Source: an optimization exercise on an open RTL-to-GDS flow (aim: small area). Production flows keep margins and buffers that such runs may drop. The RTL was checked by simulation tests, not by an equivalence proof against the original design. In runs 3 to 8 the design's own scripts or RTL, not TritonCTS, make the clock network. The clock input has no modelled driver; a real chip could not lean on it and would need a root buffer or a full tree. Power is estimated from default activity; no workload was simulated.

==> design.v <==
module YS_PWM (
  input        clk, rstn,
  input  [7:0] val_a, val_b,
  output       out_a, out_b
);
localparam [6:0] R0 = 7'b0111110;    
localparam [6:0] RX = 7'b0011111;    
reg [6:0]  r;
reg [12:0] q;
wire tick = (r == RX);
wire wrap = &{q[12:8], q[6], q[3], q[2]};
wire lo   = (q[12:9] == 4'd0);
wire mid  = (q[12:8] == 5'd2);
always @(posedge clk) begin
  if (!rstn) begin
    r <= R0; q <= 13'd8012;
  end else if (wrap) begin
    r <= R0; q <= 13'd12;
  end else begin
    r <= {r[5:0], ~(r[6] ^ r[5]) ^ tick};
    q <= q + {12'd0, tick};
  end
end
assign out_a = rstn & ~wrap & (lo | (mid & (q[7:0] < val_a)));
assign out_b = rstn & ~wrap & (lo | (mid & (q[7:0] < val_b)));
endmodule
module rc_receiver (
  input  iCLK,        
  input  iRESETn,     
  input  rf_in,       
  output led,         
  output servo_pwm,   
  output esc_pwm      
);
localparam [7:0] DEF = 8'h64;
localparam [12:0] T0 = 13'h0800;     
localparam [12:0] TH = 13'h0036;     
localparam [8:0]  L0 = 9'd19;     
wire rst = ~iRESETn;
reg [12:0] tc;         
reg        in_prev;
reg [8:0]  lc;         
reg        idle;       
reg        sat;        
reg [3:0]  b;          
reg [2:0]  n;          
reg [7:0]  d2, d3;     
reg        err;        
reg        bad;        
reg        cy;         
reg        m;          
reg        m64;        
reg        ld;         
reg [7:0]  servo_val, esc_val;
reg        led_r;
wire [15:0] dd = {d3, d2};
wire samp  = &{~tc[11], tc[10], ~tc[9], ~tc[8], ~tc[7], ~tc[6], ~tc[5], ~tc[4], ~tc[3], ~tc[2], ~tc[1], ~tc[0]};                   
wire l300  = &{~lc[7], ~lc[5], ~lc[4], ~lc[3], ~lc[2], ~lc[0]};                   
wire esat  = &{~dd[13], ~dd[12], dd[11], ~dd[10], dd[9], ~dd[8], ~dd[6], dd[5], dd[3], dd[1], ~dd[0]};                   
wire fail  = rf_in & idle & (sat | esat);         
wire enter = rf_in & ~idle & l300;                
wire idle_new = rf_in & (idle | l300);
wire act   = samp & ~idle_new;                    
wire count = samp & rf_in & idle & ~fail;         
wire sum_bit  = d2[0] ^ d3[0] ^ cy;
wire b0 = ~|b;                                    
wire b9 = b[3] & b[0];                            
wire k64      = b[1] & (b[2] | b[0]);             
wire data_bit = ~b0 & ~b9;
wire n01 = ~n[2] & ~n[1];                         
wire n2  = n[1] & ~n[0];
wire n3  = n[1] & n[0];
wire n4  = n[2];
wire stop = act & b9;
wire e9   = err | ~rf_in;                         
wire fend = stop & n4;
wire ok   = ~bad & ~(e9 ? m64 : m);
wire set64_all = rst | samp & (fail | enter) | (fend & ~ok);
wire set64_2 = set64_all | (stop & e9 & n2);
wire set64_3 = set64_all | (stop & e9 & n3);
wire sh2 = act & data_bit & (n2 | n4);
wire sh3 = act & data_bit & (n3 | n4);
always @(posedge iCLK) begin
  if (rst) begin
    tc <= T0;
    lc <= L0;
    idle <= 1'b0;
    b <= 4'd0;
    n <= 3'd0;
    ld <= 1'b1;
    led_r <= 1'b0;
  end else begin
    ld <= samp & (fail | fend);
    if (!samp) begin
      tc <= (~rf_in & in_prev & idle) ? TH : {tc[11:0], ~(tc[12] ^ tc[5])};
      in_prev <= rf_in;
    end else begin
      tc <= {tc[11:0], tc[12] ^ tc[5]};
      lc <= rf_in ? {lc[7:0], lc[8] ^ lc[1]} : L0;
      idle <= idle_new;
      if (idle_new) begin
        b <= 4'd0;
        n <= 3'd0;
      end else begin
        b <= b9 ? 4'd0 : b + 4'd1;
        if (b9) n <= n4 ? 3'd0 : n + 3'd1;
      end
      if (fend & ok) led_r <= ~led_r;
    end
  end
end
always @(posedge iCLK) begin
  if (ld) begin
    servo_val <= d2;
    esc_val <= d3;
  end
  if (samp) sat <= fail;
  if (set64_2) d2 <= DEF;
  else if (count) d2 <= {d3[0], d2[7:1]};
  else if (sh2) d2 <= {n4 ? d2[0] : rf_in, d2[7:1]};
  if (set64_3) d3 <= DEF;
  else if (count) d3 <= {d2[0] ^ d2[3], d3[7:1]};
  else if (sh3) d3 <= {n4 ? d3[0] : rf_in, d3[7:1]};
  if (act) begin
    if (b0) err <= rf_in;
    if (n01) begin
      if (b0) bad <= (n[0] & bad) | rf_in;
      else bad <= bad | ~rf_in;
    end
    if (n4) begin
      if (b0) begin
        cy <= 1'b0; m <= 1'b0; m64 <= 1'b0;
      end else if (data_bit) begin
        cy <= (d2[0] & d3[0]) | (cy & (d2[0] ^ d3[0]));
        m <= m | (sum_bit ^ rf_in);
        m64 <= m64 | (sum_bit ^ k64);
      end
    end
  end
end
assign led = led_r & iRESETn;
YS_PWM pwm(.clk(iCLK), .rstn(iRESETn), .val_a(servo_val), .val_b(esc_val),
           .out_a(servo_pwm), .out_b(esc_pwm));
endmodule
==> flow/run.sh <==
#!/bin/bash
# Layout flow: the standard layout (standard.sh, ORFS from synthesis to
# the final layout) with these changes:
#  - synthesis maps the combinational logic with an area-oriented ABC script
#    (flow/area.abc, through flow/synth.tcl) and leaves adders to ABC instead
#    of mapping them to the library's adder cells (ADDER_MAP_FILE empty);
#    neither step touches the registers, which stay the standard synthesis's;
#  - clock tree synthesis uses small clock buffers and adds no dummy loads.
# Each tool's output goes to ORFS's logs under orfs/logs/; make's own output
# goes to flow.log in the work folder.
set -euo pipefail
W=$(pwd)
export MY_ABC_SCRIPT="$W/flow/area.abc"
export FLOW_SYNTH_TCL="$W/synth_recipe.tcl"
bash standard.sh SYNTH_SCRIPT="$W/flow/synth.tcl" ADDER_MAP_FILE= \
  CTS_ARGS="-sink_clustering_enable -repair_clock_nets -dont_use_dummy_load -buf_list sky130_fd_sc_hd__clkbuf_8" \
  finish > "$W/flow.log" 2>&1
==> flow/area.abc <==
strash; ifraig; dc2; dc2; dch -f; amap; topo; dnsize
==> flow/synth.tcl <==
# The standard flow's synthesis script (synth_recipe.tcl, which runs ORFS's synth.tcl) with
# one change: each abc call keeps its liberty, dont_use and constraint
# arguments, but maps with flow/area.abc instead of ORFS's delay-oriented
# script. ABC only maps the combinational logic, so the registers are those
# of the standard synthesis.
proc abc {args} {
  set i [lsearch -exact $args -script]
  if {$i >= 0} {
    set args [lreplace $args [expr {$i + 1}] [expr {$i + 1}] $::env(MY_ABC_SCRIPT)]
  }
  yosys abc {*}$args
}
source $::env(FLOW_SYNTH_TCL)
==> standard.sh <==
#!/bin/bash
# synth_recipe.tcl (not shown) runs the flow's synth.tcl, then flattens the netlist and writes it again
# the make line also repeats each setting of config.mk as NAME=value (left out here)
make -C /OpenROAD-flow-scripts/flow DESIGN_CONFIG=/design/flow/config.mk WORK_HOME=/design/flow/orfs CLKGATE_MAP_FILE= SYNTH_SCRIPT=/design/flow/synth_recipe.tcl "${@:-finish}"
==> config.mk <==
export PLATFORM = sky130hd
export DESIGN_NAME = rc_receiver
export DESIGN_NICKNAME = rc_receiver
export VERILOG_FILES = /design/flow/design.v
export SDC_FILE = /design/flow/constraint.sdc
export NUM_CORES = 4
export LEC_CHECK = 0
export CAP_MARGIN = 20
export CORE_MARGIN = 2
export CORE_UTILIZATION = 40
export SLEW_MARGIN = 20
==> constraint.sdc <==
create_clock -name core_clock -period 20.8 [get_ports {iCLK}]
set_input_delay 4.1600 -clock core_clock [delete_from_list [all_inputs] [get_ports {iCLK}]]
set_output_delay 4.1600 -clock core_clock [all_outputs]
set_load 0.01 [all_outputs]
==> results of run 1 <==
-- kinds of logic after synthesis --
family / share of synthesized area
and+or+nand+nor: 0.2012
AOI/OAI and AO/OA: 0.1638
DFF: 0.5789
buffers and inverters: 0.05612
-- cell usage after synthesis (all sizes together) (2+ instances only) --
master,number
o21ai,21
dfxtp,68
or2,3
edfxtp,23
or3,10
or4,5
nand2,30
nor4,4
clkinv,53
nor2,74
nand3,8
a211oi,8
a22oi,13
o22a,2
nor3,16
a21oi,14
nand4,4
a221o,7
a31oi,6
o22ai,7
a221oi,3
and3,4
-- worst max path at each step --
stage                      endpoint  cells past startpoint     from  slack [ns]
after floorplan             esc_pwm                      4  iRESETn       11.39
after global placement    servo_pwm                      6  iRESETn        9.63
after detailed placement    esc_pwm                      6  iRESETn        9.53
after CTS                   esc_pwm                      6  iRESETn        9.52
after global routing        esc_pwm                      6  iRESETn        9.23
final                       esc_pwm                      6  iRESETn        9.59
-- registers in the layout (all words and copies together), names as in the netlist, 3 cells and up --
signal,count
pwm.q,13
tc,13
lc,9
d2,8
d3,8
esc_val,8
servo_val,8
pwm.r,7
b,4
n,3
-- worst max-delay path: stages --
cell	delay, ns
clkdlybuf4s50_1	0.76
clkinv_1	0.57
nor2_1	0.56
clkinv_1	0.30
nor2_1	0.15
clkdlybuf4s50_1	0.54
-- area by class of cell --
type                    count  area (sq um)  area share
clock buffers               9         123.9     0.03214
flip-flops and latches     91          2052      0.5325
well taps                 108         135.1     0.03507
multi-input cells         246          1294      0.3357
inverters                  53         198.9     0.05162
repair buffers              5         50.05     0.01299
-- layer usage --
metal  wire, microns  global-route usage  vias to the layer above
li1                -                   -                     1409
met1            3303              0.2075                     1226
met2            3205              0.2429                       37
met3             239             0.02863                        4
met4              52             0.06006                        0
met5               0                   0                        -
-- power by group through the flow --
stage               Clock [mW]  Combinational, mW  Sequential [mW]
floorplan                    0            0.00745            0.191
global placement             0             0.0102            0.191
CTS                     0.0952             0.0104            0.187
global route             0.102             0.0120            0.188
detailed placement           0             0.0103            0.191
finish                  0.0913             0.0103            0.187
==> impl_metrics.ini, run 1 <==
[floorplan]
die_x_microns = 98.14
fp.dieArea_sq_um = 9630
placement_rows = 34
die_h_microns = 98.14
start_util = 0.4105
coreArea_sq_um = 8636
io_pins = 6

[power_and_ir_drop]
seqPwrFrac = 0.648
p_sw_frac = 0.2146
power_density_nw_per_um2 = 74.98
irDropWorstVdd_uv = 38.85
power_mw = 0.2889
switchingPower_mw = 0.06200
clkPwrFrac = 0.316
p_int_mw = 0.2269
cellLeakagePower_nw = 1.269
comb_power_share = 0.036

[place]
gp_congestion = 0.8736
numPortBuffers = 5
hpwl_microns = 4918
dp_cells = 503
dpl_cell_area_sq_um = 3730
pre_cts_ws_ns = 9.531

[hold_path]
worstHoldPathType = register to register
hold_depth = 2
holdPathEnd = tc[12]$_SDFF_PN0_
worstHoldStart = tc[11]$_SDFF_PN1_

[synth]
synthCells = 390
synth-edff-count = 23
synth_area_leaders = dfxtp_1, edfxtp_1, nor2_1, clkinv_1, nand2_1
synth_top_area_frac = 0.3840
synth-main-ff-cell = dfxtp_1
ys_seq_elements = 91
async_reset_ff_frac = 0
syn_avg_cell_area_sq_um = 9.089
yosys_warnings = 2
synth_nets = 393
ys_types = 29
synth.yosys.seq_area_share = 0.5789
netlist_area_sq_um = 3545
synth_area_leader_cell = dfxtp_1

[timing]
slew-limit-headroom = 0.3770
hold_slack_ns = 0.4250
tightest_slew_ns = 0.9266
finalClockSkew_ns = 0.02678
setup_viol = 0
layout_min_cycle_time_ns = 11.21
rsz0062_at_grt = false
setup_tns_ns = 0
max_freq_ghz = 0.08924
slew_violations = 0
timing.final.crit_share = 0.5387
hold_viol_final = 0
setup_slack_ns = 9.594

[finish]
areaGrowthSynthToFinish_pct = 8.719
final_util = 0.4462
final_cells = 512
final_common_cell = nor2_1
drive_gt1_frac = 0.02228
diodes = 0
fin_area_sq_um = 3854
fillCellCount = 844
final_cell_mix = nor2_1, dfxtp_1, clkinv_1
nNetsFinal = 409

[global_route]
track_usage = 0.1527
grt_pass1_vias = 2514
grt_start_max_net_pins = 22
antenna_found_initial = 0
grt_overflow = 0
grt_pass1_wl_microns = 11840

[route]
avgRoutedWirePerCell_microns = 13.28
drc = 0
ant_nets = 0
dr.pass1.iters = 5
drt_wl_total_microns = 6800
vias = 2676
via_per_inst = 5.227
drt_iter0_drc = 150

[clock_tree]
cts_sinks = 91
htree_levels = 3
cts.repair.resized = 0
cts_buffers = 9
post-cts-setup-buffers = 0
holdBufCountCts = 0
path_clk_slew_ns = 0.09
tritoncts = done
clk_latency_ns = 0.35
cts_buffer_depth = 2
cts_root_buffer = clkbuf_8

[setup_path]
reg2reg_slack_ns = 16.94
worstPathMaxFanout = 21
rr_endpoint = d2[5]$_SDFFE_PP1P_
critical_path_class = input pin to primary output
rr_startpoint = tc[10]$_SDFF_PN0_
crit_arrival_ns = 7.05
end_kind = primary output
start_kind = input pin
rr_worst_depth = 7
crit_required_ns = 16.64

[outcome]
status = complete, no violations

[flow_run]
maxCapViolations = 0
==> run 2, diff against run 1 <==
--- a/design.v
+++ b/design.v
@@ -43,3 +43,2 @@
 reg        idle;       
-reg        sat;        
 reg [3:0]  b;          
@@ -59,3 +58,3 @@
 wire esat  = &{~dd[13], ~dd[12], dd[11], ~dd[10], dd[9], ~dd[8], ~dd[6], dd[5], dd[3], dd[1], ~dd[0]};                   
-wire fail  = rf_in & idle & (sat | esat);         
+wire fail  = rf_in & idle & (cy | esat);          
 wire enter = rf_in & ~idle & l300;                
@@ -116,3 +115,3 @@
   end
-  if (samp) sat <= fail;
+  if (samp & idle_new) cy <= fail;
   if (set64_2) d2 <= DEF;
==> flow/run.sh (replaced) <==
#!/bin/bash
# Layout flow: the standard layout (standard.sh, ORFS from synthesis to
# the final layout) with these changes:
#  - synthesis maps the combinational logic with area-oriented ABC scripts
#    (flow/abc_scripts.txt, through flow/synth.tcl, keeping the smallest
#    result) and leaves adders to ABC instead of mapping them to the library's
#    adder cells (ADDER_MAP_FILE empty); neither step touches the registers,
#    which stay the standard synthesis's;
#  - clock tree synthesis uses clkbuf_8 buffers and adds no dummy loads.
# Each tool's output goes to ORFS's logs under orfs/logs/; make's own output
# goes to flow.log in the work folder.
set -euo pipefail
W=$(pwd)
export MY_ABC_SCRIPTS="$W/flow/abc_scripts.txt"
export FLOW_SYNTH_TCL="$W/synth_recipe.tcl"
bash standard.sh SYNTH_SCRIPT="$W/flow/synth.tcl" ADDER_MAP_FILE= \
  CTS_ARGS="-sink_clustering_enable -repair_clock_nets -dont_use_dummy_load -buf_list sky130_fd_sc_hd__clkbuf_8" \
  finish > "$W/flow.log" 2>&1
==> flow/abc_scripts.txt (new file) <==
strash; dch -f; map -a; strash; dch -f; map -a; strash; dch -f; map -a; strash; dch -f; map -a; strash; dch -f; amap; topo
strash; dch -f; amap; strash; dch -f; amap; topo
strash; strash; dch -f; amap; strash; dch -f; amap; topo
strash; ifraig; dc2; strash; dch -f; amap; strash; dch -f; amap; strash; dch -f; amap; strash; dch -f; amap; topo
strash; dch -f; map -a; strash; dch -f; map -a; strash; dch -f; map -a; strash; dch -f; amap; topo
strash; ifraig; dc2; balance; rewrite; refactor; balance; rewrite -z; refactor -z; balance; dch; amap; topo
strash; ifraig; dc2; balance; rewrite; refactor; balance; rewrite -z; refactor -z; balance; dch -f; amap; strash; dch -f; amap; topo
strash; ifraig; dc2; strash; dch -f; amap; strash; dch -f; amap; strash; dch -f; amap; topo
strash; ifraig; dc2; dch; amap; topo
strash; &get -n; &fraig -x; &put; dc2; dch; amap; topo
strash; strash; dch -f; amap; strash; dch -f; amap; strash; dch -f; amap; topo
strash; ifraig; dc2; dch -f; amap; strash; dch -f; amap; topo; dnsize
strash; dc2; amap; topo
strash; ifraig; dc2; dch -f; amap; strash; dch -f; amap; topo
strash; ifraig; dc2; dc2; amap; topo
strash; &get -n; &fraig -x; &put; dc2; dch -f; amap; strash; dch -f; amap; topo
strash; ifraig; dc2; balance; rewrite; refactor; balance; rewrite -z; refactor -z; balance; dch -f; amap; topo
strash; ifraig; dc2; strash; dch -f; amap; strash; dch -f; amap; topo
strash; ifraig; dc2; balance; rewrite; refactor; balance; rewrite -z; refactor -z; balance; amap; topo
strash; ifraig; dc2; dc2; dch -f; amap; strash; dch -f; amap; topo
strash; ifraig; dc2; strash; dch -f; amap; strash; dch -f; amap; strash; dch -f; amap; strash; dch -f; amap; strash; dch -f; amap; topo
strash; ifraig; dc2; amap; topo
strash; &get -n; &fraig -x; &put; dc2; amap; topo
strash; strash; dch -f; amap; strash; dch -f; amap; strash; dch -f; amap; strash; dch -f; amap; strash; dch -f; amap; topo
strash; ifraig; dc2; dc2; dch -f; amap; topo; dnsize
strash; ifraig; dc2; dch -f; amap; topo; dnsize
==> flow/synth.tcl (replaced) <==
# The standard flow's synthesis script (synth_recipe.tcl, which runs ORFS's synth.tcl) with
# one change: each abc call keeps its liberty, dont_use and constraint
# arguments, but maps the logic with each area-oriented ABC script in
# flow/abc_scripts.txt (one per line) and keeps the smallest result. ABC only
# maps the combinational logic, so the registers are the standard synthesis's.
proc abc {args} {
  set i [lsearch -exact $args -script]
  set libargs {}
  foreach j [lsearch -all -exact $args -liberty] {
    lappend libargs -liberty [lindex $args [expr {$j + 1}]]
  }
  set fh [open $::env(MY_ABC_SCRIPTS) r]
  set lines [split [string trim [read $fh]] "\n"]
  close $fh
  yosys design -save my_pre_abc
  set best ""
  set best_area 1e18
  set k 0
  foreach line $lines {
    incr k
    set s [file join $::env(OBJECTS_DIR) "area_$k.abc"]
    set fh [open $s w]
    puts $fh $line
    close $fh
    yosys design -load my_pre_abc
    if {[catch {yosys abc {*}[lreplace $args [expr {$i + 1}] [expr {$i + 1}] $s]}]} {
      puts "abc script $k ($line): failed"
      continue
    }
    set st [tee -q -s result.string stat {*}$libargs]
    if {[regexp {Chip area for module '[^']*': ([0-9.]+)} $st -> area]} {
      puts "abc script $k ($line): area $area"
      if {$area < $best_area} {
        set best_area $area
        set best $s
      }
    }
  }
  puts "abc script chosen: $best ($best_area)"
  yosys design -load my_pre_abc
  yosys abc {*}[lreplace $args [expr {$i + 1}] [expr {$i + 1}] $best]
}
source $::env(FLOW_SYNTH_TCL)
removed: flow/area.abc
==> impl_metrics.ini, run 2 <==
[finish]
nNetsFinal = 404
top_regs = pwm.q (13), tc (13), lc (9)
areaGrowthSynthToFinish_pct = 9.101
final_cell_mix = dfxtp_1, nor2_1, clkinv_1
drive_gt1_frac = 0.02506
final_common_cell = dfxtp_1
diodes = 0

[setup_path]
crit_family = buffers and inverters
critical_path_class = input pin to primary output
start_kind = input pin
end_kind = primary output
slowest_delay_ns = 0.81
crit_required_ns = 16.64
path_depth = 6
crit_chain = clkdlybuf4s50_1, clkinv_1, nor2_1, clkinv_1, nor2_1, clkdlybuf4s50_1
rr_worst_depth = 10
worstPathMaxFanout = 23
crit_arrival_ns = 6.97
worst_path_max_delay_cell = clkdlybuf4s50_1
cp_num_buf_inv = 4

[synth]
yosysMostFrequentCell = dfxtp_1
synth-main-ff-cell = dfxtp_1
synth_area_leaders = dfxtp_1, edfxtp_1, nor2_1, clkinv_1, o21ai_0
netlist_area_sq_um = 3478
synth_nets = 387
ys_seq_elements = 90
synth.yosys.seq_area_share = 0.5784
yosys_warnings = 2
synthTopCellsByCount = dfxtp_1, nor2_1, clkinv_1
synth_area_leader_cell = dfxtp_1
synth_top_area_frac = 0.3971
synthCells = 384
syn_avg_cell_area_sq_um = 9.058
synth-edff-count = 21
ys_types = 29
async_reset_ff_frac = 0

[clock_tree]
cts_buffers = 9
tritoncts = done
clk_latency_ns = 0.35
cts_sinks = 90
cts_buffer_depth = 2
cts_root_buffer = clkbuf_8
cts.repair.resized = 0
path_clk_slew_ns = 0.09
htree_levels = 3
post-cts-setup-buffers = 0
holdBufCountCts = 0

[power_and_ir_drop]
irDropWorstVdd_uv = 27.48
power_density_nw_per_um2 = 76.96
power_mw = 0.2921
cellLeakagePower_nw = 1.274

[floorplan]
io_pins = 6
fp.dieArea_sq_um = 9458
start_util = 0.4048
placement_rows = 34
coreArea_sq_um = 8593
die_h_microns = 97.25
die_x_microns = 97.25

[timing]
layout_min_cycle_time_ns = 11.13
hold_slack_ns = 0.4385
hold_viol_final = 0
setup_viol = 0
rsz0062_at_grt = false
slew_violations = 0
slew-limit-headroom = 0.3932
timing.final.crit_share = 0.5351
max_freq_ghz = 0.08984
setup_tns_ns = 0
finalClockSkew_ns = 0.02855
tightest_slew_ns = 0.9007

[hold_path]
worstHoldPathType = register to register
hold_depth = 2

[route]
drc = 0
ant_nets = 0
dr.pass1.iters = 5
drt_wl_total_microns = 6510
vias = 2658
via_per_inst = 5.243
avgRoutedWirePerCell_microns = 12.84
drt_iter0_drc = 122

[global_route]
grt_overflow = 0
antenna_found_initial = 0
grt_pass1_wl_microns = 11460
track_usage = 0.1476
grt_start_max_net_pins = 24
grt_pass1_vias = 2568

[place]
numPortBuffers = 5
gp_congestion = 0.8104
hpwl_microns = 4752

[outcome]
status = complete, no violations

[flow_run]
maxCapViolations = 0
run 2: cell types whose count changed in the layout (fill, tap and decap cells not counted), moves of 2 or more:
cell / change
nor2_1: -13
o22ai_1: +13
a22oi_1: -11
o21ai_0: +5
nand2_1: -4
nor2b_1: +4
nand3_1: +3
or4_1: -3
a211oi_1: -2
a221oi_1: -2
edfxtp_1: -2
o21a_1: +2
o221ai_1: +2
run 2: cell families (layout without fill, tap and decap cells):
logic type | count (synthesis) | count (layout) | share of synthesized area
AOI/OAI and AO/OA | 95 | 95 | 0.1737
DFF | 90 | 90 | 0.5784
and+or+nand+nor | 146 | 146 | 0.1906
buffers and inverters | 53 | 68 | 0.05719
run 2: area by class of cell:
| type | count | area, sq um |
|---|---|---|
| timing repair buffer | 6 | 57.56 |
| clock buffer | 9 | 123.9 |
| inverter | 53 | 198.9 |
| sequential | 90 | 2012 |
| fill | 844 | 4798 |
| multi-input combinational | 241 | 1267 |
| tap | 108 | 135.1 |
run 2: final timing paths:
path,startpoint,slack (ns),endpoint
min,tc[11]$_SDFF_PN1_,0.44,tc[12]$_SDFF_PN0_
max,iRESETn,9.67,esc_pwm
min reg2reg,tc[11]$_SDFF_PN1_,0.44,tc[12]$_SDFF_PN0_
max reg2reg,tc[10]$_SDFF_PN0_,17.21,d3[5]$_SDFFE_PP1P_
run 2: power breakdown:
group / switching, mW / internal [mW] / leakage (nW)
Clock: 0.0512 / 0.0388 / 0.0647
Sequential: 0.00403 / 0.184 / 0.751
Combinational: 0.00920 / 0.00496 / 0.458
Total: 0.0644 / 0.228 / 1.27
run 2: metal layers:
metal	track usage	wire, microns
met5	0	0
met4	0.05342	102
met1	0.1902	3166
met3	0.04245	241
met2	0.2377	3000
run 2: worst min-delay path, cell delays in order, from the launching register on:
cell	delay [ns]
dfxtp_1	0.31
clkinv_1	0.05
nor3_1	0.04
run 2: per-stage QoR:
step / utilization / setup WS [ns] / instances / area (sq um)
floorplan: - / 11.50 / 384 / 3478
global placement: 0.4272 / 9.775 / 498 / 3671
detailed placement: 0.4272 / 9.692 / 498 / 3671
CTS: 0.4416 / 9.688 / 507 / 3795
global route: 0.4416 / 9.412 / 507 / 3795
finish: 0.4416 / 9.669 / 507 / 3795
==> run 3, diff against run 2 <==
--- a/flow/run.sh
+++ b/flow/run.sh
@@ -8,3 +8,4 @@
 #    which stay the standard synthesis's;
-#  - clock tree synthesis uses clkbuf_8 buffers and adds no dummy loads.
+#  - the clock tree is rebuilt after CTS by flow/clock_tree.tcl: a few large
+#    leaf buffers driven from the clock port, one level for every flip-flop.
 # Each tool's output goes to ORFS's logs under orfs/logs/; make's own output
@@ -15,4 +16,7 @@
 export FLOW_SYNTH_TCL="$W/synth_recipe.tcl"
+export MY_CLK_LEAVES=3
+export MY_CLK_BUF=sky130_fd_sc_hd__clkbuf_16
 bash standard.sh SYNTH_SCRIPT="$W/flow/synth.tcl" ADDER_MAP_FILE= \
   CTS_ARGS="-sink_clustering_enable -repair_clock_nets -dont_use_dummy_load -buf_list sky130_fd_sc_hd__clkbuf_8" \
+  POST_CTS_TCL="$W/flow/clock_tree.tcl" \
   finish > "$W/flow.log" 2>&1
==> flow/clock_tree.tcl (new file) <==
# Runs after ORFS's CTS step (POST_CTS_TCL): replaces TritonCTS's clock tree
# (a root buffer and leaf buffers) with MY_CLK_LEAVES leaf buffers of type
# MY_CLK_BUF, all driven straight from the clock port, each feeding the
# flip-flops of one cluster (k-means on the flip-flop locations) from the
# cluster's centre. Every flip-flop is one buffer away from the port.
set block [ord::get_db_block]
set db [ord::get_db]
set clk_net [$block findNet iCLK]
set nleaf $::env(MY_CLK_LEAVES)
set bufm [$db findMaster $::env(MY_CLK_BUF)]

set olds {}
foreach inst [$block getInsts] {
  if {[string match "clkbuf_*_iCLK" [$inst getName]]} { lappend olds $inst }
}
foreach inst $olds {
  set n [[$inst findITerm X] getNet]
  odb::dbInst_destroy $inst
  if {$n ne "NULL" && [$n getName] ne "iCLK"} { odb::dbNet_destroy $n }
}
puts "clock_tree.tcl: removed [llength $olds] CTS buffers"

set sinks {}
set xs {}
set ys {}
foreach inst [$block getInsts] {
  set it [$inst findITerm CLK]
  if {$it eq "NULL" || $it eq ""} { continue }
  set bb [$inst getBBox]
  lappend sinks $it
  lappend xs [expr {([$bb xMin] + [$bb xMax]) / 2.0}]
  lappend ys [expr {([$bb yMin] + [$bb yMax]) / 2.0}]
}
set ns [llength $sinks]
puts "clock_tree.tcl: $ns clock sinks"

# k-means, started from sinks spread along x
set order [lsort -real -indices $xs]
set cx {}
set cy {}
for {set k 0} {$k < $nleaf} {incr k} {
  set j [lindex $order [expr {int(($k + 0.5) * $ns / $nleaf)}]]
  lappend cx [lindex $xs $j]
  lappend cy [lindex $ys $j]
}
for {set iter 0} {$iter < 50} {incr iter} {
  set asg {}
  for {set i 0} {$i < $ns} {incr i} {
    set best 0
    set bd 1e30
    for {set k 0} {$k < $nleaf} {incr k} {
      set d [expr {abs([lindex $xs $i] - [lindex $cx $k]) + abs([lindex $ys $i] - [lindex $cy $k])}]
      if {$d < $bd} { set bd $d; set best $k }
    }
    lappend asg $best
  }
  set ncx {}
  set ncy {}
  for {set k 0} {$k < $nleaf} {incr k} {
    set sx 0.0; set sy 0.0; set c 0
    for {set i 0} {$i < $ns} {incr i} {
      if {[lindex $asg $i] == $k} {
        set sx [expr {$sx + [lindex $xs $i]}]
        set sy [expr {$sy + [lindex $ys $i]}]
        incr c
      }
    }
    if {$c > 0} {
      lappend ncx [expr {$sx / $c}]
      lappend ncy [expr {$sy / $c}]
    } else {
      lappend ncx [lindex $cx $k]
      lappend ncy [lindex $cy $k]
    }
  }
  set cx $ncx
  set cy $ncy
}

for {set k 0} {$k < $nleaf} {incr k} {
  set buf [odb::dbInst_create $block $bufm "myclkbuf_$k"]
  set net [odb::dbNet_create $block "myclknet_$k"]
  $net setSigType CLOCK
  [$buf findITerm A] connect $clk_net
  [$buf findITerm X] connect $net
  set c 0
  for {set i 0} {$i < $ns} {incr i} {
    if {[lindex $asg $i] == $k} {
      set it [lindex $sinks $i]
      $it disconnect
      $it connect $net
      incr c
    }
  }
  $buf setLocation [expr {int([lindex $cx $k])}] [expr {int([lindex $cy $k])}]
  $buf setPlacementStatus PLACED
  puts "clock_tree.tcl: buffer $k at ([lindex $cx $k], [lindex $cy $k]) drives $c flip-flops"
}

detailed_placement
check_placement -verbose
estimate_parasitics -placement
report_clock_skew
report_checks -path_delay min -format end
==> impl_metrics.ini, run 3 <==
[floorplan]
fp.dieArea_sq_um = 9458
die_h_microns = 97.25
die_x_microns = 97.25
io_pins = 6
start_util = 0.4048
placement_rows = 34
coreArea_sq_um = 8593

[timing]
layout_min_cycle_time_ns = 11.11
setup_viol = 0
rsz0062_at_grt = false
timing.final.crit_share = 0.5342
hold_viol_final = 0
tightest_slew_ns = 0.9120
setup_tns_ns = 0
finalClockSkew_ns = 0.02860
setup_slack_ns = 9.690
max_freq_ghz = 0.09001
slew-limit-headroom = 0.3856
slew_violations = 0

[finish]
final_cells = 501
drive_gt1_frac = 0.01018
diodes = 0
nNetsFinal = 398
seq_area_sq_um = 2012
final_common_cell = dfxtp_1
areaGrowthSynthToFinish_pct = 7.698
top_regs = pwm.q (13), tc (13), lc (9)
final_cell_mix = dfxtp_1, nor2_1, clkinv_1
multiInputGateArea_sq_um = 1267
final_util = 0.4359
fillCellCount = 842

[power_and_ir_drop]
cellLeakagePower_nw = 1.246
irDropWorstVdd_uv = 40.12
power_density_nw_per_um2 = 72.24
switchingPower_mw = 0.05502
clkPwrFrac = 0.254
power_mw = 0.2706
comb_power_share = 0.052
seqPwrFrac = 0.694
p_sw_frac = 0.2033
p_int_mw = 0.2156

[hold_path]
worstHoldPathType = register to register
holdPathEnd = tc[12]$_SDFF_PN0_
hold_depth = 2
worstHoldStart = tc[11]$_SDFF_PN1_

[setup_path]
critical_path_class = input pin to primary output
rr_endpoint = d3[5]$_SDFFE_PP1P_
worst_path_max_delay_cell = clkdlybuf4s50_1
crit_required_ns = 16.64
crit_arrival_ns = 6.95
slowest_delay_ns = 0.81
crit_family = buffers and inverters
rr_worst_depth = 10
startpoint = iRESETn
path_depth = 6
rr_startpoint = tc[10]$_SDFF_PN0_
end_kind = primary output
start_kind = input pin
cp_num_buf_inv = 4
reg2reg_slack_ns = 17.21
worstPathMaxFanout = 23
crit_chain = clkdlybuf4s50_1, clkinv_1, nor2_1, clkinv_1, nor2_1, clkdlybuf4s50_1

[synth]
synth_nets = 387
ys_seq_elements = 90
synth.yosys.seq_area_share = 0.5784
ys_types = 29
synth_top_area_frac = 0.3971
netlist_area_sq_um = 3478
synth-main-ff-cell = dfxtp_1
synth_area_leader_cell = dfxtp_1
yosys_warnings = 2
synth-edff-count = 21
synthTopCellsByCount = dfxtp_1, nor2_1, clkinv_1
synthCells = 384
yosysMostFrequentCell = dfxtp_1
synth_area_leaders = dfxtp_1, edfxtp_1, nor2_1, clkinv_1, o21ai_0
syn_avg_cell_area_sq_um = 9.058
async_reset_ff_frac = 0

[global_route]
grt.busiest_layer = met2
track_usage = 0.1417
grtUsageMet1 = 0.1865
gr-usage-met3 = 0.02518
antenna_found_initial = 0
grt_pass1_wl_microns = 11300
grt_overflow = 0
grt_pass1_vias = 2510
grt_start_max_net_pins = 36
use_met2 = 0.2404

[route]
ant_nets = 0
drc = 0
via_per_inst = 5.186
drt_iter0_drc = 142
avgRoutedWirePerCell_microns = 12.67
vias = 2598
drt_wl_total_microns = 6346
dr.pass1.iters = 4

[place]
pre_cts_ws_ns = 9.692
numPortBuffers = 5
hpwl_microns = 4752
dp_cells = 498
gp_congestion = 0.8104

[clock_tree]
cts_sinks = 90
clk_latency_ns = 0.18
path_clk_slew_ns = 0.12

[flow_run]
maxCapViolations = 0

[outcome]
status = complete, no violations
run 3: cell count changes in the layout (fill, tap and decap cells not counted), sizes merged:
cell | previous run | this run
clkbuf | 9 | 3
run 3: power groups by stage:
stage                     sequential (mW)  combinational [mW]  clock, mW
after floorplan                     0.191              0.0105          0
final                               0.188              0.0141     0.0687
after global placement              0.192              0.0139          0
after global routing                0.189              0.0161     0.0769
after detailed placement            0.192              0.0142          0
run 3: worst max-delay path by stage:
stage,end
after floorplan,esc_pwm
after global placement,esc_pwm
after detailed placement,esc_pwm
after global routing,servo_pwm
final,esc_pwm
run 3: metrics by stage:
step                      area, sq um  hold slack [ns]
after detailed placement         3671           0.4205
after global routing             3746           0.4694
final                            3746           0.4427
after floorplan                  3478           0.4089
after global placement           3671           0.4215
run 3: cell families after synthesis:
family                 count (synthesis)  share of synthesized area
AO/OA/AOI/OAI                         95                     0.1737
AND/OR/NAND/NOR                      146                     0.1906
buffers and inverters                 53                    0.05719
flip-flops                            90                     0.5784
run 3: worst reg2reg max path, cell delays in order, from the launching register on:
cell and delay, ns:
dfxtp_1 0.34, clkinv_1 0.07, or4_1 0.51, nor3_1 0.18, buf_4 0.18, clkinv_1 0.20
nor2_1 0.25, nand3_1 0.14, o21ai_0 0.75, clkinv_1 0.43, a221o_1 0.42
run 3: routing by layer:
metal,part of all wire,up-vias
li1,-,1387
met1,0.49,1173
met2,0.47,31
met3,0.025,7
met4,0.014,0
met5,0,-
run 3: final cells by class:
class                      count  share of cell area
sequential                    90              0.5371
multi-input combinational    241              0.3383
inverter                      53             0.05311
tap                          108             0.03607
buffer                         3             0.02004
timing repair buffer           6             0.01536
==> run 4, diff against run 3 <==
--- a/flow/run.sh
+++ b/flow/run.sh
@@ -8,2 +8,3 @@
 #    which stay the standard synthesis's;
+#  - the input and output ports get buf_1 buffers;
 #  - the clock tree is rebuilt after CTS by flow/clock_tree.tcl: a few large
@@ -19,2 +20,3 @@
 bash standard.sh SYNTH_SCRIPT="$W/flow/synth.tcl" ADDER_MAP_FILE= \
+  BUFFER_PORTS_ARGS="-inputs -outputs -buffer_cell sky130_fd_sc_hd__buf_1" \
   CTS_ARGS="-sink_clustering_enable -repair_clock_nets -dont_use_dummy_load -buf_list sky130_fd_sc_hd__clkbuf_8" \
--- a/flow/clock_tree.tcl
+++ b/flow/clock_tree.tcl
@@ -3,3 +3,3 @@
 # MY_CLK_BUF, all driven straight from the clock port, each feeding the
-# flip-flops of one cluster (k-means on the flip-flop locations) from the
+# flip-flops of one cluster (balanced k-means on the flip-flop locations) from the
 # cluster's centre. Every flip-flop is one buffer away from the port.
@@ -45,12 +45,20 @@
 }
-for {set iter 0} {$iter < 50} {incr iter} {
-  set asg {}
+# balanced k-means: each round assigns sink-centre pairs in order of distance,
+# filling each cluster up to ceil(sinks / leaves), then moves the centres
+set cap [expr {($ns + $nleaf - 1) / $nleaf}]
+for {set iter 0} {$iter < 30} {incr iter} {
+  set pairs {}
   for {set i 0} {$i < $ns} {incr i} {
-    set best 0
-    set bd 1e30
     for {set k 0} {$k < $nleaf} {incr k} {
-      set d [expr {abs([lindex $xs $i] - [lindex $cx $k]) + abs([lindex $ys $i] - [lindex $cy $k])}]
-      if {$d < $bd} { set bd $d; set best $k }
+      lappend pairs [list [expr {abs([lindex $xs $i] - [lindex $cx $k]) + abs([lindex $ys $i] - [lindex $cy $k])}] $i $k]
     }
-    lappend asg $best
+  }
+  set pairs [lsort -real -index 0 $pairs]
+  set asg [lrepeat $ns -1]
+  set fill [lrepeat $nleaf 0]
+  foreach p $pairs {
+    lassign $p d i k
+    if {[lindex $asg $i] >= 0 || [lindex $fill $k] >= $cap} { continue }
+    lset asg $i $k
+    lset fill $k [expr {[lindex $fill $k] + 1}]
   }
--- a/config.mk
+++ b/config.mk
@@ -9,3 +9,3 @@
 export CORE_MARGIN = 2
-export CORE_UTILIZATION = 40
+export CORE_UTILIZATION = 65
 export SLEW_MARGIN = 20
==> impl_metrics.ini, run 4 <==
[outcome]
status = complete, no violations

[global_route]
grt_pass1_vias = 2437
grt_pass1_wl_microns = 11240
track_usage = 0.2333
grt_start_max_net_pins = 31
antenna_found_initial = 0
grt_overflow = 0

[synth]
synthTopCellsByCount = dfxtp_1, nor2_1, clkinv_1
synth-edff-count = 21
ys_types = 29
synth_area_leaders = dfxtp_1, edfxtp_1, nor2_1, clkinv_1, o21ai_0
netlist_area_sq_um = 3478
async_reset_ff_frac = 0
synth_area_leader_cell = dfxtp_1
synth.yosys.seq_area_share = 0.5784
yosysMostFrequentCell = dfxtp_1
synth-main-ff-cell = dfxtp_1
ys_seq_elements = 90
syn_avg_cell_area_sq_um = 9.058
synthCells = 384
synth_nets = 387
synth_top_area_frac = 0.3971
yosys_warnings = 2

[route]
vias = 2647
ant_nets = 0
via_per_inst = 5.717
drt_iter0_drc = 157
avgRoutedWirePerCell_microns = 13.82
drc = 0
drt_wl_total_microns = 6399
dr.pass1.iters = 4

[finish]
diodes = 0
fillCellCount = 401
areaGrowthSynthToFinish_pct = 5.432
final_util = 0.7135
nNetsFinal = 398
drive_gt1_frac = 0.01018
final_cell_mix = dfxtp_1, nor2_1, clkinv_1
top_regs = pwm.q (13), tc (13), lc (9)
final_common_cell = dfxtp_1

[timing]
rsz0062_at_grt = false
hold_viol_final = 0
slew-limit-headroom = 0.3336
layout_min_cycle_time_ns = 10.39
tightest_slew_ns = 0.9892
setup_viol = 0
slew_violations = 0
setup_slack_ns = 10.41
setup_tns_ns = 0
timing.final.crit_share = 0.4997
max_freq_ghz = 0.09622
finalClockSkew_ns = 0.01383

[place]
pre_cts_ws_ns = 10.40
hpwl_microns = 4582
numPortBuffers = 5
gp_congestion = 0.8401

[floorplan]
die_h_microns = 77.15
die_x_microns = 77.15
coreArea_sq_um = 5140
fp.dieArea_sq_um = 5952
io_pins = 6
start_util = 0.6767
placement_rows = 26

[power_and_ir_drop]
comb_power_share = 0.051
switchingPower_mw = 0.05518
cellLeakagePower_nw = 1.234
seqPwrFrac = 0.695
p_sw_frac = 0.2040
clkPwrFrac = 0.255
irDropWorstVdd_uv = 84.85
p_int_mw = 0.2153
power_density_nw_per_um2 = 73.76

[setup_path]
crit_required_ns = 16.64
crit_arrival_ns = 6.23
worstPathMaxFanout = 23
startpoint = iRESETn
critical_path_class = input pin to primary output
rr_startpoint = tc[10]$_SDFF_PN0_
start_kind = input pin
end_kind = primary output

[clock_tree]
path_clk_slew_ns = 0.11
cts_sinks = 90
clk_latency_ns = 0.17

[flow_run]
maxCapViolations = 0

[hold_path]
worstHoldPathType = register to register
worstHoldStart = tc[8]$_SDFF_PN0_
[run 4: cell count changes in the layout (fill, tap and decap cells not counted)]
cell,previous run,this run
buf_1,0,5
clkdlybuf4s50_1,5,0
[run 4: kinds of logic (layout without fill, tap and decap cells)]
family / count (synthesis) / count (layout) / synth area share
buffers and inverters: 53 / 62 / 0.05719
AOI/OAI and AO/OA: 95 / 95 / 0.1737
and+or+nand+nor: 146 / 146 / 0.1906
DFF: 90 / 90 / 0.5784
[run 4: cell type report]
class	count	area, sq um	share of cell area
repair buffers	6	26.28	0.007165
multi-input cells	241	1267	0.3456
inverters	53	198.9	0.05425
flip-flops and latches	90	2012	0.5486
well taps	70	87.58	0.02388
plain buffers	3	75.07	0.02047
[run 4: path summary, 6_finish.rpt]
kind,to,slack (ns),depth (start not counted)
hold / removal,tc[9]$_SDFF_PN0_,0.45,2
setup reg to reg,d2[6]$_SDFFE_PP1P_,16.61,9
setup / recovery,esc_pwm,10.41,6
hold reg to reg,tc[9]$_SDFF_PN0_,0.45,2
[run 4: through the flow]
step | cells | total power [mW] | cell area (sq um) | hold WS, ns
detailed placement | 460 | 0.2056 | 3592 | 0.4190
floorplan | 384 | 0.2012 | 3478 | 0.4089
finish | 463 | 0.2705 | 3667 | 0.4456
global route | 463 | 0.2807 | 3667 | 0.4633
global placement | 460 | 0.2051 | 3592 | 0.4177
[run 4: per-layer routing]
layer	up-vias	share of wire	global-route usage
met1	1225	0.49	0.3429
met5	-	0	0
li1	1382	-	-
met2	36	0.47	0.3670
met3	4	0.036	0.04588
met4	0	0.0063	0.03571
[run 4: worst max-delay path, stage by stage]
cell	delay [ns]
buf_1	0.46
clkinv_1	0.66
nor2_1	0.33
clkinv_1	0.28
nor2_1	0.17
buf_1	0.16
[run 4: power by group through the flow]
stage / logic [mW] / registers [mW] / clock network, mW
5_1_grt: 0.0163 / 0.189 / 0.0754
3_3_place_gp: 0.0133 / 0.192 / 0
3_5_place_dp: 0.0137 / 0.192 / 0
6_report: 0.0137 / 0.188 / 0.0689
2_1_floorplan: 0.0105 / 0.191 / 0
==> run 5, diff against run 4 <==
--- a/config.mk
+++ b/config.mk
@@ -9,3 +9,4 @@
 export CORE_MARGIN = 2
-export CORE_UTILIZATION = 65
+export CORE_UTILIZATION = 40
+export GPL_TIMING_DRIVEN = 0
 export SLEW_MARGIN = 20
==> impl_metrics.ini, run 5 <==
[synth]
synth.yosys.seq_area_share = 0.5784
synth_top_area_frac = 0.3971
async_reset_ff_frac = 0
yosysMostFrequentCell = dfxtp_1
synthCells = 384
netlist_area_sq_um = 3478
synth-edff-count = 21
yosys_warnings = 2
ys_seq_elements = 90
syn_avg_cell_area_sq_um = 9.058
ys_types = 29
synth-main-ff-cell = dfxtp_1
synth_nets = 387
synth_area_leaders = dfxtp_1, edfxtp_1, nor2_1, clkinv_1, o21ai_0
synth_area_leader_cell = dfxtp_1
synthTopCellsByCount = dfxtp_1, nor2_1, clkinv_1

[timing]
layout_min_cycle_time_ns = 10.61
finalClockSkew_ns = 0.006556
slew-limit-headroom = 0.3600
slew_violations = 0
hold_slack_ns = 0.4358
hold_viol_final = 0
setup_tns_ns = 0
rsz0062_at_grt = false
tightest_slew_ns = 0.9500
timing.final.crit_share = 0.5099
max_freq_ghz = 0.09428
setup_viol = 0

[finish]
multiInputGateArea_sq_um = 1267
top_regs = pwm.q (13), tc (13), lc (9)
final_common_cell = dfxtp_1
nNetsFinal = 397
drive_gt1_frac = 0.007653
areaGrowthSynthToFinish_pct = 6.583
fillCellCount = 850
diodes = 0
fin_area_sq_um = 3707
seq_area_sq_um = 2012
final_cell_mix = dfxtp_1, nor2_1, clkinv_1
final_util = 0.4314

[global_route]
antenna_found_initial = 0
grt_start_max_net_pins = 31
grt.busiest_layer = met2
use_met2 = 0.2372
grtUsageMet1 = 0.1840
grt_pass1_wl_microns = 11180
gr-usage-met3 = 0.03165
grt_overflow = 0
track_usage = 0.1427
grt_pass1_vias = 2466

[power_and_ir_drop]
comb_power_share = 0.052
p_sw_frac = 0.2050
switchingPower_mw = 0.05551
cellLeakagePower_nw = 1.229
seqPwrFrac = 0.693
clkPwrFrac = 0.255
p_int_mw = 0.2153
power_density_nw_per_um2 = 73.06
irDropWorstVdd_uv = 44.52

[setup_path]
critical_path_class = input pin to primary output
worstPathMaxFanout = 23
start_kind = input pin
end_kind = primary output
reg2reg_slack_ns = 16.43
crit_arrival_ns = 6.45
crit_required_ns = 16.64

[floorplan]
die_x_microns = 97.25
coreArea_sq_um = 8593
io_pins = 6
fp.dieArea_sq_um = 9458
placement_rows = 34
start_util = 0.4048
die_h_microns = 97.25

[route]
drt_wl_total_microns = 6544
via_per_inst = 5.350
avgRoutedWirePerCell_microns = 13.09
dr.pass1.iters = 4
ant_nets = 0
drc = 0
vias = 2675
drt_iter0_drc = 182

[place]
gp_congestion = 0.8282
hpwl_microns = 4771
dpl_cell_area_sq_um = 3632
numPortBuffers = 5

[outcome]
status = complete, no violations

[clock_tree]
path_clk_slew_ns = 0.10
clk_latency_ns = 0.17
cts_sinks = 90

[hold_path]
worstHoldPathType = register to register

[flow_run]
maxCapViolations = 0
[run 5: worst max-delay path: stages]
cell	delay [ns]
buf_1	0.50
clkinv_1	0.75
nor2_1	0.40
clkinv_1	0.31
nor2_1	0.16
buf_1	0.15
[run 5: kinds of logic after synthesis]
group           after synthesis  synth area share
simple gates                146            0.1906
flops                        90            0.5784
compound gates               95            0.1737
buf+inv                      53           0.05719
[run 5: worst paths after layout]
kind | startpoint | cells after the start | end
worst max-delay path | iRESETn | 6 | servo_pwm
worst max register to register | tc[10]$_SDFF_PN0_ | 9 | d2[5]$_SDFFE_PP1P_
worst min-delay path | tc[11]$_SDFF_PN1_ | 2 | tc[12]$_SDFF_PN0_
worst min register to register | tc[11]$_SDFF_PN1_ | 2 | tc[12]$_SDFF_PN0_
[run 5: layer usage]
| layer | wire, microns | up-vias |
|---|---|---|
| li1 | - | 1391 |
| met4 | 191 | 0 |
| met5 | 0 | - |
| met2 | 3110 | 57 |
| met1 | 2973 | 1211 |
| met3 | 269 | 16 |
[run 5: cell type report]
class | instances | share of cell area
tap | 108 | 0.03645
buffer | 3 | 0.02025
timing repair buffer | 5 | 0.005062
inverter | 53 | 0.05366
multi-input combinational | 241 | 0.3419
sequential | 90 | 0.5427
[run 5: power by group through the flow]
| stage | sequential, mW | clock, mW | combinational (mW) |
|---|---|---|---|
| floorplan | 0.191 | 0 | 0.0105 |
| global placement | 0.192 | 0 | 0.0139 |
| detailed placement | 0.192 | 0 | 0.0143 |
| global route | 0.189 | 0.0783 | 0.0164 |
| finish | 0.188 | 0.0692 | 0.0140 |
[run 5: through the flow]
stage	instances	power, mW	setup WS (ns)
after floorplan	384	0.2012	11.50
after global placement	497	0.2056	10.14
after detailed placement	497	0.2060	10.08
after global routing	500	0.2831	9.910
final	500	0.2709	10.19
==> run 6, diff against run 5 <==
--- a/config.mk
+++ b/config.mk
@@ -10,3 +10,2 @@
 export CORE_UTILIZATION = 40
-export GPL_TIMING_DRIVEN = 0
 export SLEW_MARGIN = 20
==> impl_metrics.ini, run 6 <==
[route]
avgRoutedWirePerCell_microns = 13.01
drt_wl_total_microns = 6517
vias = 2660
ant_nets = 0
via_per_inst = 5.309
drc = 0
dr.pass1.iters = 4
drt_iter0_drc = 123

[power_and_ir_drop]
cellLeakagePower_nw = 1.234
power_mw = 0.2721
irDropWorstVdd_uv = 41.28
power_density_nw_per_um2 = 73.24

[hold_path]
hold_depth = 2
holdPathEnd = tc[12]$_SDFF_PN0_
worstHoldStart = tc[11]$_SDFF_PN1_
worstHoldPathType = register to register

[synth]
synth_top_family_by_area = simple AND/OR/NAND/NOR gates
synth-main-ff-cell = dfxtp_1
async_reset_ff_frac = 0
synth_compound_area_frac = 0.1737
synth.yosys.seq_area_share = 0.5784
synthCells = 384
synth_top_area_frac = 0.3971
netlist_area_sq_um = 3478
synth_xor_xnor_area_share = 0
synth_area_leader_cell = dfxtp_1
synth_mux_area_frac = 0
ys_types = 29
syn_avg_cell_area_sq_um = 9.058
yosys_warnings = 2
yosys.area_share.simple = 0.1906
ys_seq_elements = 90
synthTopCellsByCount = dfxtp_1, nor2_1, clkinv_1
yosysMostFrequentCell = dfxtp_1
synth_nets = 387
synth_area_leaders = dfxtp_1, edfxtp_1, nor2_1, clkinv_1, o21ai_0
yosys.area_share.adder = 0
synth-edff-count = 21

[global_route]
antenna_found_initial = 0
track_usage = 0.1438
grt_pass1_vias = 2499
grt_overflow = 0
use_met2 = 0.2409
grt_start_max_net_pins = 31
grt.busiest_layer = met2
grtUsageMet1 = 0.1928
gr-usage-met3 = 0.02014
grt_pass1_wl_microns = 11400

[setup_path]
cp_num_buf_inv = 4
rr_worst_depth = 10
start_kind = input pin
rr_endpoint = d2[5]$_SDFFE_PP1P_
worst_path_max_delay_cell = clkinv_1
rr_startpoint = tc[10]$_SDFF_PN0_
slowest_delay_ns = 0.68
crit_family = buffers and inverters
crit_chain = buf_1, clkinv_1, nor2_1, clkinv_1, nor2_1, buf_1
reg2reg_slack_ns = 17.13
end_kind = primary output
critical_path_class = input pin to primary output
crit_required_ns = 16.64
crit_arrival_ns = 6.28
worstPathMaxFanout = 23

[timing]
slew_violations = 0
timing.final.crit_share = 0.5019
rsz0062_at_grt = false
setup_tns_ns = 0
setup_viol = 0
slew-limit-headroom = 0.3740
hold_slack_ns = 0.4381
tightest_slew_ns = 0.9292
finalClockSkew_ns = 0.009742
max_freq_ghz = 0.09578
layout_min_cycle_time_ns = 10.44
setup_slack_ns = 10.36
hold_viol_final = 0

[place]
numPortBuffers = 5
hpwl_microns = 4812
gp_congestion = 0.8114
dp_cells = 498
pre_cts_ws_ns = 10.37

[finish]
diodes = 0
nNetsFinal = 398
top_regs = pwm.q (13), tc (13), lc (9)
final_cells = 501
final_common_cell = dfxtp_1
drive_gt1_frac = 0.01018
final_cell_mix = dfxtp_1, nor2_1, clkinv_1
areaGrowthSynthToFinish_pct = 6.798

[floorplan]
die_x_microns = 97.25
placement_rows = 34
fp.dieArea_sq_um = 9458
die_h_microns = 97.25
io_pins = 6
coreArea_sq_um = 8593
start_util = 0.4048

[clock_tree]
clk_latency_ns = 0.17
cts_sinks = 90
path_clk_slew_ns = 0.11

[flow_run]
maxCapViolations = 0

[outcome]
status = complete, no violations
[run 6: worst register-to-register path, stage by stage, from the launching register on]
cell      delay, ns
dfxtp_1        0.34
clkinv_1       0.08
or4_1          0.51
nor3_1         0.17
buf_4          0.18
clkinv_1       0.21
nor2_1         0.28
nand3_1        0.15
o21ai_0        0.76
clkinv_1       0.47
a221o_1        0.42
[run 6: cells by family after synthesis]
family          Yosys count
flops                    90
buf+inv                  53
compound gates           95
simple gates            146
[run 6: power by group]
part	switching (mW)	total [mW]	internal, mW
sequential	0.00388	0.188	0.184
clock	0.0435	0.0704	0.0269
combinational	0.00927	0.0140	0.00470
[run 6: how the worst max path moves through the flow]
stage / startpoint / to / slack, ns / cells past startpoint
finish: iRESETn / servo_pwm / 10.36 / 6
global route: iRESETn / servo_pwm / 10.11 / 6
detailed placement: iRESETn / servo_pwm / 10.37 / 6
floorplan: iRESETn / esc_pwm / 11.50 / 4
global placement: iRESETn / esc_pwm / 10.46 / 6
[run 6: area by class of cell]
type,count,area (sq um)
plain buffers,3,75.07
fillers,849,4878
inverters,53,198.9
multi-input cells,241,1267
flip-flops and latches,90,2012
well taps,108,135.1
repair buffers,6,26.28
[run 6: metrics by stage]
| stage | util | instance area (sq um) |
|---|---|---|
| after floorplan | - | 3478 |
| after global placement | 0.4236 | 3640 |
| after detailed placement | 0.4236 | 3640 |
| after global routing | 0.4323 | 3715 |
| final | 0.4323 | 3715 |
[run 6: per-layer routing]
| layer | routed length [microns] | part of all wire | vias up |
|---|---|---|---|
| li1 | - | - | 1390 |
| met1 | 3225 | 0.49 | 1243 |
| met2 | 3063 | 0.47 | 22 |
| met3 | 137 | 0.021 | 5 |
| met4 | 90 | 0.014 | 0 |
| met5 | 0 | 0 | - |
==> run 7, diff against run 6 <==
--- a/design.v
+++ b/design.v
@@ -37,3 +37,3 @@
 localparam [12:0] TH = 13'h0036;     
-localparam [8:0]  L0 = 9'd19;     
+localparam [8:0]  L0 = 9'd124;     
 wire rst = ~iRESETn;
@@ -42,3 +42,2 @@
 reg [8:0]  lc;         
-reg        idle;       
 reg [3:0]  b;          
@@ -47,3 +46,2 @@
 reg        err;        
-reg        bad;        
 reg        cy;         
@@ -56,3 +54,4 @@
 wire samp  = &{~tc[11], tc[10], ~tc[9], ~tc[8], ~tc[7], ~tc[6], ~tc[5], ~tc[4], ~tc[3], ~tc[2], ~tc[1], ~tc[0]};                   
-wire l300  = &{~lc[7], ~lc[5], ~lc[4], ~lc[3], ~lc[2], ~lc[0]};                   
+wire l300  = &{lc[8], ~lc[7], ~lc[6], ~lc[5], ~lc[4], ~lc[3], ~lc[2], ~lc[1], ~lc[0]};                   
+wire idle  = &{~lc[8], ~lc[7], ~lc[6], ~lc[5], ~lc[4], ~lc[3], ~lc[2], ~lc[0]};                   
 wire esat  = &{~dd[13], ~dd[12], dd[11], ~dd[10], dd[9], ~dd[8], ~dd[6], dd[5], dd[3], dd[1], ~dd[0]};                   
@@ -75,3 +74,3 @@
 wire fend = stop & n4;
-wire ok   = ~bad & ~(e9 ? m64 : m);
+wire ok   = ~(e9 ? m64 : m);
 wire set64_all = rst | samp & (fail | enter) | (fend & ~ok);
@@ -85,3 +84,2 @@
     lc <= L0;
-    idle <= 1'b0;
     b <= 4'd0;
@@ -97,4 +95,3 @@
       tc <= {tc[11:0], tc[12] ^ tc[5]};
-      lc <= rf_in ? {lc[7:0], lc[8] ^ lc[1]} : L0;
-      idle <= idle_new;
+      lc <= rf_in ? {lc[7:0], lc[8] ^ lc[1] ^ l300} : L0;
       if (idle_new) begin
@@ -125,4 +122,4 @@
     if (n01) begin
-      if (b0) bad <= (n[0] & bad) | rf_in;
-      else bad <= bad | ~rf_in;
+      if (b0) m <= (n[0] & m) | rf_in;
+      else m <= m | ~rf_in;
     end
@@ -130,3 +127,3 @@
       if (b0) begin
-        cy <= 1'b0; m <= 1'b0; m64 <= 1'b0;
+        cy <= 1'b0; m64 <= m;
       end else if (data_bit) begin
--- a/config.mk
+++ b/config.mk
@@ -10,2 +10,3 @@
 export CORE_UTILIZATION = 40
+export GPL_TIMING_DRIVEN = 0
 export SLEW_MARGIN = 20
==> impl_metrics.ini, run 7 <==
[timing]
slew-limit-headroom = 0.3601
slew_violations = 0
rsz0062_at_grt = false
max_freq_ghz = 0.09842
tightest_slew_ns = 0.9498
layout_min_cycle_time_ns = 10.16
setup_viol = 0
finalClockSkew_ns = 0.009740
timing.final.crit_share = 0.4885
hold_viol_final = 0
setup_tns_ns = 0

[route]
avgRoutedWirePerCell_microns = 13.28
ant_nets = 0
via_per_inst = 5.270
drt_iter0_drc = 137
dr.pass1.iters = 4
drc = 0
vias = 2593
drt_wl_total_microns = 6536

[floorplan]
placement_rows = 33
start_util = 0.4153
die_x_microns = 96.83
fp.dieArea_sq_um = 9376
io_pins = 6
die_h_microns = 96.83
coreArea_sq_um = 8299

[finish]
areaGrowthSynthToFinish_pct = 6.534
diodes = 0
drive_gt1_frac = 0.007752
fillCellCount = 820
final_common_cell = nor2_1
fin_area_sq_um = 3672
seq_area_sq_um = 1962
multiInputGateArea_sq_um = 1313
top_regs = pwm.q (13), tc (13), lc (9)
final_cell_mix = nor2_1, dfxtp_1, clkinv_1
nNetsFinal = 392

[power_and_ir_drop]
cellLeakagePower_nw = 1.183
irDropWorstVdd_uv = 42.07
power_density_nw_per_um2 = 70.18

[clock_tree]
clk_latency_ns = 0.17
path_clk_slew_ns = 0.11
cts_sinks = 88

[setup_path]
critical_path_class = input pin to primary output
end_kind = primary output
start_kind = input pin
crit_required_ns = 16.64
crit_arrival_ns = 6.00
worstPathMaxFanout = 16
rr_worst_depth = 8

[outcome]
status = complete, no violations

[synth]
synth_area_leader_cell = dfxtp_1
syn_avg_cell_area_sq_um = 9.095
synth_area_leaders = dfxtp_1, edfxtp_1, nor2_1, clkinv_1, o21ai_0
yosys_warnings = 2
netlist_area_sq_um = 3447
yosysMostFrequentCell = nor2_1
ys_seq_elements = 88
synth_nets = 382
synthTopCellsByCount = nor2_1, dfxtp_1, clkinv_1
synthCells = 379
async_reset_ff_frac = 0
synth.yosys.seq_area_share = 0.5691
synth_top_area_frac = 0.3949
synth-main-ff-cell = dfxtp_1
ys_types = 32
synth-edff-count = 20

[place]
numPortBuffers = 5
hpwl_microns = 4824
dpl_cell_area_sq_um = 3597
gp_congestion = 0.9353

[global_route]
grt_pass1_wl_microns = 11170
grt_start_max_net_pins = 31
track_usage = 0.1410
grt_pass1_vias = 2423
grt_overflow = 0
antenna_found_initial = 0

[hold_path]
worstHoldPathType = register to register
hold_depth = 2

[flow_run]
maxCapViolations = 0
[run 7: metrics by stage]
stage          setup slack, ns  instances  utilization  total power, mW  hold slack [ns]
3_3_place_gp             10.60        489       0.4334           0.1935           0.4145
3_5_place_dp             10.63        489       0.4334           0.1937           0.4116
6_report                 10.64        492       0.4425           0.2577           0.4241
2_1_floorplan            11.54        379            -           0.1906           0.4030
5_1_grt                  10.28        492       0.4425           0.2683           0.4487
[run 7: worst max-delay path, stage by stage]
cell and delay (ns):
buf_1 0.28, clkinv_1 0.40, nor2_1 0.39, clkinv_1 0.41
nor2_1 0.19, buf_1 0.16
[run 7: power by group]
part           internal, mW  leakage, nW  switching (mW)
combinational       0.00316        0.424         0.00613
clock                0.0268       0.0370          0.0413
sequential            0.178        0.722         0.00253
total                 0.208         1.18          0.0499
[run 7: per-layer routing]
layer | GRT usage | vias up | wire [microns]
met5 | 0 | - | 0
met4 | 0.04009 | 0 | 66
met3 | 0.02168 | 5 | 215
met2 | 0.2185 | 35 | 2846
met1 | 0.2047 | 1187 | 3408
li1 | - | 1366 | -
[run 7: area by class of cell]
type,count,share of cell area
plain buffers,3,0.02044
inverters,46,0.04702
multi-input cells,245,0.3574
flip-flops and latches,88,0.5342
well taps,105,0.03578
repair buffers,5,0.005111
[run 7: path summary, 6_finish.rpt]
check / end / slack [ns] / start
max: servo_pwm / 10.64 / iRESETn
min: tc[8]$_SDFF_PN0_ / 0.42 / tc[7]$_SDFF_PN0_
max reg2reg: d3[2]$_SDFFE_PP1P_ / 16.95 / tc[10]$_SDFF_PN0_
min reg2reg: tc[8]$_SDFF_PN0_ / 0.42 / tc[7]$_SDFF_PN0_
[run 7: kinds of logic after synthesis]
logic type             after synthesis  share of synthesized area
and+or+nand+nor                    148                     0.1913
buffers and inverters               46                    0.05009
AOI/OAI and AO/OA                   97                     0.1895
DFF                                 88                     0.5691
==> run 8, diff against run 7 <==
--- a/design.v
+++ b/design.v
@@ -109,4 +109,4 @@
   if (ld) begin
-    servo_val <= d2;
-    esc_val <= d3;
+    servo_val <= d3;
+    esc_val <= d2;
   end
@@ -115,6 +115,6 @@
   else if (count) d2 <= {d3[0], d2[7:1]};
-  else if (sh2) d2 <= {n4 ? d2[0] : rf_in, d2[7:1]};
+  else if (sh2) d2 <= {n4 ? d3[0] : rf_in, d2[7:1]};
   if (set64_3) d3 <= DEF;
   else if (count) d3 <= {d2[0] ^ d2[3], d3[7:1]};
-  else if (sh3) d3 <= {n4 ? d3[0] : rf_in, d3[7:1]};
+  else if (sh3) d3 <= {n4 ? d2[0] : rf_in, d3[7:1]};
   if (act) begin
==> impl_metrics.ini, run 8 <==
[outcome]
status = complete, no violations

[floorplan]
die_x_microns = 96.55
io_pins = 6
placement_rows = 33
die_h_microns = 96.55
coreArea_sq_um = 8258
fp.dieArea_sq_um = 9321
start_util = 0.4148

[route]
avgRoutedWirePerCell_microns = 13.36
via_per_inst = 5.348
ant_nets = 0
vias = 2599
drt_wl_total_microns = 6492
drt_iter0_drc = 129
dr.pass1.iters = 4
drc = 0

[global_route]
grt_start_max_net_pins = 31
grt_pass1_wl_microns = 11130
grt_pass1_vias = 2391
track_usage = 0.1529
grt_overflow = 0
antenna_found_initial = 0

[setup_path]
end_kind = primary output
crit_chain = buf_1, clkinv_1, nor2_1, clkinv_1, nor2_1, buf_1
worst_path_max_delay_cell = clkinv_1
start_kind = input pin
slowest_delay_ns = 0.60
crit_arrival_ns = 6.45
rr_startpoint = tc[10]$_SDFF_PN0_
reg2reg_slack_ns = 16.97
crit_required_ns = 16.64
rr_endpoint = d3[7]$_SDFFE_PP0P_
critical_path_class = input pin to primary output
rr_worst_depth = 9
worstPathMaxFanout = 19

[power_and_ir_drop]
irDropWorstVdd_uv = 41.20
power_density_nw_per_um2 = 71.68
cellLeakagePower_nw = 1.203

[clock_tree]
clk_latency_ns = 0.18
cts_sinks = 88
path_clk_slew_ns = 0.11

[timing]
slew_violations = 0
slew-limit-headroom = 0.4802
setup_tns_ns = 0
finalClockSkew_ns = 0.01308
hold_viol_final = 0
setup_viol = 0
timing.final.crit_share = 0.5099
layout_min_cycle_time_ns = 10.61
max_freq_ghz = 0.09428
tightest_slew_ns = 0.7768
rsz0062_at_grt = false

[finish]
final_util = 0.4429
top_regs = pwm.q (13), tc (13), lc (9)
areaGrowthSynthToFinish_pct = 6.757
diodes = 0
nNetsFinal = 386
fin_area_sq_um = 3657
drive_gt1_frac = 0.01050
final_cell_mix = dfxtp_1, nor2_1, clkinv_1
final_common_cell = dfxtp_1

[synth]
synthTopCellsByCount = dfxtp_1, nor2_1, clkinv_1
ys_types = 32
synthCells = 373
yosys_warnings = 2
async_reset_ff_frac = 0
synth_nets = 376
synth_area_leaders = dfxtp_1, edfxtp_1, nor2_1, clkinv_1, nand2_1
yosysMostFrequentCell = dfxtp_1
ys_seq_elements = 88
synth-edff-count = 20
synth_area_leader_cell = dfxtp_1
netlist_area_sq_um = 3426
synth_top_area_frac = 0.3974
synth.yosys.seq_area_share = 0.5727
syn_avg_cell_area_sq_um = 9.184
synth-main-ff-cell = dfxtp_1

[place]
numPortBuffers = 5
gp_congestion = 0.8187
dpl_cell_area_sq_um = 3576
hpwl_microns = 4689

[hold_path]
worstHoldStart = tc[8]$_SDFF_PN0_
worstHoldPathType = register to register
holdPathEnd = tc[9]$_SDFF_PN0_
hold_depth = 2

[flow_run]
maxCapViolations = 0
==> run 8: layout make-up <==
| cell class | count | area (sq um) |
|---|---|---|
| Inverter | 45 | 168.9 |
| Tap cell | 105 | 131.4 |
| Timing Repair Buffer | 5 | 18.77 |
| Buffer | 3 | 75.07 |
| Multi-Input combinational cell | 240 | 1301 |
| Sequential cell | 88 | 1962 |
| Fill cell | 822 | 4601 |
==> run 8: how the worst max path moves through the flow <==
stage,slack [ns],depth (start not counted),end,start
5_1_grt,9.89,6,servo_pwm,iRESETn
3_3_place_gp,10.16,6,esc_pwm,iRESETn
6_report,10.19,6,servo_pwm,iRESETn
3_5_place_dp,10.13,6,servo_pwm,iRESETn
2_1_floorplan,11.42,4,esc_pwm,iRESETn
==> run 8: critical path: cells and delay by family <==
kind,cells,cell delay (ns)
AND/OR/NAND/NOR,2,0.74
buffers and inverters,4,1.54
==> run 8: power breakdown <==
part,total (mW),leakage [nW],internal (mW),switching (mW)
sequential,0.181,0.724,0.178,0.00278
clock,0.0705,0.0370,0.0269,0.0436
combinational,0.0107,0.442,0.00369,0.00701
total,0.262,1.20,0.209,0.0534
==> run 8: layer usage <==
layer | GRT usage | part of all wire | up-vias
met4 | 0.03638 | 0.0071 | 0
li1 | - | - | 1370
met5 | 0 | 0 | -
met1 | 0.2125 | 0.52 | 1171
met3 | 0.03103 | 0.026 | 8
met2 | 0.2459 | 0.45 | 50
==> run 8: cell families (layout without fill, tap and decap cells) <==
logic type / Yosys count / after routing / share of synthesized area
flip-flops: 88 / 88 / 0.5727
AO/OA/AOI/OAI: 94 / 94 / 0.1881
AND/OR/NAND/NOR: 146 / 146 / 0.1899
buffers and inverters: 45 / 53 / 0.04931
==> run 8: stage by stage <==
stage	hold slack, ns	total power, mW	std cells	setup slack (ns)
finish	0.4364	0.2622	486	10.19
floorplan	0.4041	0.1919	373	11.42
global placement	0.4190	0.1952	483	10.16
global route	0.4603	0.2722	486	9.894
detailed placement	0.4190	0.1954	483	10.13

## static timing again, ports no longer ideal
The results above use ideal ports. As a check the final layouts listed here were re-extracted and re-timed, cells and wires unchanged.
Step 1 sets driving cells, clkbuf_16 on the clock port and buf_2 on the other inputs (assumed; they add their load-dependent delay and slew).
Step 2 adds t to the input delays and takes it off the output delays; t is the mean of the earliest and latest rising clock arrival at the registers after step 1. Input paths then give back, and output paths get back, about the clock's delay inside the block.
Three values: ideal, step 1, step 2; two values: the first two.
run	t (ns)	setup slack, ns	worst setup path at the end	slew at the worst register clock pin (ns)	worst data-port slew with drivers (ns)
run 1	0.365	9.594 / 9.567 / 9.567	input to output	0.09 / 0.09	0.03
run 2	0.367	9.669 / 9.646 / 9.646	input to output	0.09 / 0.09	0.03
run 3	0.231	9.690 / 9.667 / 9.667	input to output	0.12 / 0.12	0.03
run 4	0.231	10.407 / 10.381 / 10.381	input to output	0.11 / 0.11	0.03
run 5	0.230	10.193 / 10.167 / 10.167	input to output	0.11 / 0.11	0.03
run 6	0.231	10.360 / 10.334 / 10.334	input to output	0.12 / 0.12	0.03
run 7	0.229	10.640 / 10.616 / 10.616	input to output	0.11 / 0.11	0.03
run 8	0.232	10.193 / 10.166 / 10.166	input to output	0.12 / 0.12	0.03
After both steps setup and hold are still met in every run listed.
